This design comes from an exercise in tuning for small area and a short achievable clock period on the open sky130 flow, not from production work.
Where RTL was checked, it was by simulation tests only, not by an equivalence proof against the original.
Power figures rest on the tool's default switching activity, not on a simulated workload.

## JK
==> flow/design.v <==
module engines(clk, rst, a_1, a_2, a_3, b_1, b_2, b_3, P1_en, P2_en, mux_reset, c_sel, sel_m, Rs, Q, Vs, Vc, T);
  input clk, rst;
  input [7:0] a_1, a_2, a_3;
  input [7:0] b_1, b_2, b_3;
  input [1:0] sel_m;
  input mux_reset, P1_en;
  input [2:0] c_sel;
  input [1:0] P2_en;
  output reg [7:0] Rs, Q, Vs, Vc, T;
  wire e_s = sel_m == 2'b01, e_3 = sel_m == 2'b10, e_2 = sel_m == 2'b11;
  reg [1:0] sd1, sd2, sd3;
  reg [7:0] X11, X12, X13, X21, X22, X23, X31, X32;
  reg [7:0] B11, B12, B13, B21, B22, B23, B31, B32, B33;
  reg [7:0] D11, D12, D21, D22;
  reg [7:0] PPQ, PPS;
  reg [7:0] c0, c1, c2, c3;
  wire g3_1 = sd1 == 2'b10, g2_1 = sd1 == 2'b11;
  wire g3_2 = sd2 == 2'b10, g2_2 = sd2 == 2'b11;
  wire g3_3 = sd3 == 2'b10;
  wire [7:0] BB11 = g3_1 ? B11 : g2_1 ? D11 : 8'd0;
  wire [7:0] BB12 = g3_2 ? B12 : g2_2 ? D12 : 8'd0;
  wire [7:0] BB13 = g3_3 ? B13 : 8'd0;
  wire [7:0] BB21 = g3_1 ? B21 : g2_1 ? D21 : 8'd0;
  wire [7:0] BB22 = g3_2 ? B22 : g2_2 ? D22 : 8'd0;
  wire [7:0] BB23 = g3_3 ? B23 : 8'd0;
  wire [7:0] M11 = X11 * BB11, M12 = X12 * BB12, M13 = X13 * BB13;
  wire [7:0] M21 = X21 * BB21, M22 = X22 * BB22, M23 = X23 * BB23;
  wire [7:0] M3_11 = sd1[0] ? 8'd0 : M11, M2_11 = sd1[0] ? M11 : 8'd0;
  wire [7:0] M3_12 = sd2[0] ? 8'd0 : M12, M2_12 = sd2[0] ? M12 : 8'd0;
  wire [7:0] M3_21 = sd1[0] ? 8'd0 : M21, M2_21 = sd1[0] ? M21 : 8'd0;
  wire [7:0] M3_22 = sd2[0] ? 8'd0 : M22, M2_22 = sd2[0] ? M22 : 8'd0;
  wire [7:0] PPQn = M3_11 + M3_12 + M13;
  wire [7:0] PPSn = M2_11 + M2_12;
  wire [7:0] Qn = PPQ + M3_21 + M3_22 + M23;
  wire [7:0] S = PPS + M2_21 + M2_22;
  wire [7:0] Bn31 = P1_en ? B21 : B31;
  wire [7:0] Bn32 = P1_en ? B22 : B32;
  wire [7:0] Bn33 = P1_en ? B23 : B33;
  wire [7:0] Bn31g = e_3 ? Bn31 : 8'd0;
  wire [7:0] X31g = g3_1 ? X31 : 8'd0;
  wire [7:0] X32g = g3_2 ? X32 : 8'd0;
  wire [7:0] Vsn, Vcn;
  function [15:0] csa;   
    input [7:0] x, y, z;
    csa = {x ^ y ^ z, ((x & y) | (x & z) | (y & z)) << 1};
  endfunction
  wire [7:0] r [0:23];
  genvar g;
  generate for (g = 0; g < 8; g = g + 1) begin: pp
    assign r[g]      = (a_3 & {8{Bn31g[g]}}) << g;
    assign r[g + 8]  = (X31g & {8{Bn32[g]}}) << g;
    assign r[g + 16] = (X32g & {8{Bn33[g]}}) << g;
  end endgenerate
  wire [7:0] l1 [0:15];
  generate for (g = 0; g < 8; g = g + 1) begin: L1
    assign {l1[2*g], l1[2*g+1]} = csa(r[3*g], r[3*g+1], r[3*g+2]);
  end endgenerate
  wire [7:0] l2 [0:10];
  generate for (g = 0; g < 5; g = g + 1) begin: L2
    assign {l2[2*g], l2[2*g+1]} = csa(l1[3*g], l1[3*g+1], l1[3*g+2]);
  end endgenerate
  assign l2[10] = l1[15];
  wire [7:0] l3 [0:7];
  generate for (g = 0; g < 3; g = g + 1) begin: L3
    assign {l3[2*g], l3[2*g+1]} = csa(l2[3*g], l2[3*g+1], l2[3*g+2]);
  end endgenerate
  assign l3[6] = l2[9]; assign l3[7] = l2[10];
  wire [7:0] l4 [0:5];
  generate for (g = 0; g < 2; g = g + 1) begin: L4
    assign {l4[2*g], l4[2*g+1]} = csa(l3[3*g], l3[3*g+1], l3[3*g+2]);
  end endgenerate
  assign l4[4] = l3[6]; assign l4[5] = l3[7];
  wire [7:0] l5 [0:3];
  generate for (g = 0; g < 2; g = g + 1) begin: L5
    assign {l5[2*g], l5[2*g+1]} = csa(l4[3*g], l4[3*g+1], l4[3*g+2]);
  end endgenerate
  wire [7:0] l6a, l6b;
  assign {l6a, l6b} = csa(l5[0], l5[1], l5[2]);
  assign {Vsn, Vcn} = csa(l6a, l6b, l5[3]);
  wire [7:0] b1s = e_s ? b_1 : 8'd0;
  wire [7:0] Rsn = (mux_reset ? 8'd0 : Rs) + a_1 * b1s;
  reg [7:0] slot;
  always @(*) case (c_sel[1:0])
    2'd0: slot = c0; 2'd1: slot = c1; 2'd2: slot = c2; default: slot = c3;
  endcase
  wire [7:0] acc = slot + S;
  always @(posedge clk or posedge rst) begin
    if (rst) begin
      sd1 <= 0; sd2 <= 0; sd3 <= 0;
      X11 <= 0; X12 <= 0; X13 <= 0; X21 <= 0; X22 <= 0; X23 <= 0; X31 <= 0; X32 <= 0;
      B11 <= 0; B12 <= 0; B13 <= 0; B21 <= 0; B22 <= 0; B23 <= 0; B31 <= 0; B32 <= 0; B33 <= 0;
      D11 <= 0; D12 <= 0; D21 <= 0; D22 <= 0;
      PPQ <= 0; PPS <= 0;
      Rs <= 0; Q <= 0; Vs <= 0; Vc <= 0;
      c0 <= 0; c1 <= 0; c2 <= 0; c3 <= 0; T <= 0;
    end else begin
      sd1 <= sel_m; sd2 <= sd1; sd3 <= sd2;
      X11 <= a_1; X12 <= X11; X13 <= X12;
      X21 <= a_2; X22 <= X21; X23 <= X22;
      X31 <= a_3; X32 <= X31;
      if (P1_en) begin
        B11 <= e_3 ? b_1 : 8'd0; B12 <= e_3 ? b_2 : 8'd0; B13 <= e_3 ? b_3 : 8'd0;
        B21 <= B11; B22 <= B12; B23 <= B13;
      end
      B31 <= Bn31; B32 <= Bn32; B33 <= Bn33;
      if (P2_en[0]) begin D11 <= e_2 ? b_1 : 8'd0; D12 <= e_2 ? b_2 : 8'd0; end
      if (P2_en[1]) begin D21 <= D11; D22 <= D12; end
      PPQ <= PPQn; PPS <= PPSn;
      Rs <= Rsn; Q <= Qn; Vs <= Vsn; Vc <= Vcn;
      if (c_sel[2]) begin
        T <= acc;
        case (c_sel[1:0])
          2'd0: c0 <= acc; 2'd1: c1 <= acc; 2'd2: c2 <= acc; default: c3 <= acc;
        endcase
      end else T <= 8'd0;
    end
  end
endmodule
module computation_module(clk, rst, a_1, a_2, a_3, b_1, b_2, b_3, P1_en, P2_en, mux_reset, c_sel, sel_m, out);
  input clk, rst;
  input [7:0] a_1, a_2, a_3;
  input [7:0] b_1, b_2, b_3;
  input [1:0] sel_m;
  input mux_reset, P1_en;
  input [2:0] c_sel;
  input [1:0] P2_en;
  output reg [7:0] out;
  wire [7:0] Rs, Q, Vs, Vc, T;
  engines u_e(clk, rst, a_1, a_2, a_3, b_1, b_2, b_3, P1_en, P2_en, mux_reset, c_sel, sel_m, Rs, Q, Vs, Vc, T);
  function [15:0] csa;   
    input [7:0] x, y, z;
    csa = {x ^ y ^ z, ((x & y) | (x & z) | (y & z)) << 1};
  endfunction
  wire [7:0] os, oc;
  assign {os, oc} = csa(Q, Vs, Vc);
  wire [7:0] o3 = os + oc;
  wire [7:0] o;
  outmux u_o(sel_m, Rs, o3, T, o);
  always @(*) out = o;
endmodule
module outmux(s, r, p, t, o);
  input [1:0] s;
  input [7:0] r, p, t;
  output reg [7:0] o;
  always @(*) case (s)
    2'b00: o = 8'd0;
    2'b01: o = r;
    2'b10: o = p;
    default: o = t;
  endcase
endmodule
clock: 11.0 ns
lec_check: 0
abc_area: 1
cap_margin: 20
core_margin: 2
core_utilization: 60
slew_margin: 20
synth_hierarchical: 1
standard.sh (not shown) runs the stock make flow with config.mk's settings and CLKGATE_MAP_FILE= SYNTH_SCRIPT=/design/flow/synth_recipe.tcl, a recipe that flattens the netlist after the stock synthesis.
==> flow/flow/run.sh <==
#!/bin/bash
set -euo pipefail
cd "$(dirname "$0")/.."
bash standard.sh ADDER_MAP_FILE= SETUP_SLACK_MARGIN=5.6 "BUFFER_PORTS_ARGS=-buffer_cell sky130_fd_sc_hd__buf_4" finish > standard_flow.log 2>&1
#### Input delta (MS over JK)
==> flow/design.v, changed modules only <==
module computation_module(clk, rst, a_1, a_2, a_3, b_1, b_2, b_3, P1_en, P2_en, mux_reset, c_sel, sel_m, out);
  input clk, rst;
  input [7:0] a_1, a_2, a_3;
  input [7:0] b_1, b_2, b_3;
  input [1:0] sel_m;
  input mux_reset, P1_en;
  input [2:0] c_sel;
  input [1:0] P2_en;
  output reg [7:0] out;
  wire [7:0] Rs, Q, Vs, Vc, T;
  engines u_e(clk, rst, a_1, a_2, a_3, b_1, b_2, b_3, P1_en, P2_en, mux_reset, c_sel, sel_m, Rs, Q, Vs, Vc, T);
  function [15:0] csa;   
    input [7:0] x, y, z;
    csa = {x ^ y ^ z, ((x & y) | (x & z) | (y & z)) << 1};
  endfunction
  wire [7:0] os, oc;
  assign {os, oc} = csa(Q, Vs, Vc);
  wire [7:0] o3 = os + oc;
  always @(*) case (sel_m)
    2'b00: out = 8'd0;
    2'b01: out = Rs;
    2'b10: out = o3;
    default: out = T;
  endcase
endmodule
// module outmux removed
--- outcome ---
Compared MS against JK; share of the clock period used by the worst path within noise. MS does better than JK on hold slack. Going from JK to MS, average cell area after synthesis shrinks by about 0.5%. JK has completed all stages; timing, DRC and antenna checks passed. MS did not stop at any stage, and its layout met the timing, design-rule and antenna checks. Compared with JK, MS improves clock skew. | total power | MS vs JK | 0.53% lower |. Share of cells above drive strength 1 is lower on MS.
Function not checked in JK: the RTL went through the layout flow alone.

-- port drivers added, routing unchanged --
No port has a modelled driver above. Below, the same layouts with a new extraction and two added sets of constraints. Step 1: set_driving_cell puts a clkbuf_16 on clk and a buf_2 on each other input, an assumption about the parent block. Step 2 moves the port delays by t, midway between the first and last clock arrival at a register: inputs arrive t later, outputs are due t later. That takes back most of the time a late clock gives input paths. a / b / c = ideal ports / drivers / drivers and shift; a / b = the first two.
run	t (ns)	slack for setup (ns)	hold WS [ns]	clock arrival spread, ns	worst register clock-pin slew, ns
JK	0.649	5.710 / 5.639 / 4.990	0.369 / 0.369 / 0.369	0.070 / 0.070	0.07 / 0.07
MS	0.623	5.709 / 5.663 / 5.185	0.381 / 0.381 / 0.381	0.015 / 0.015	0.07 / 0.07
After both steps setup and hold are still met in every run listed. For JK, which loses most, drivers alone change the setup slack by -0.071 ns; drivers and shift together by -0.720 ns.
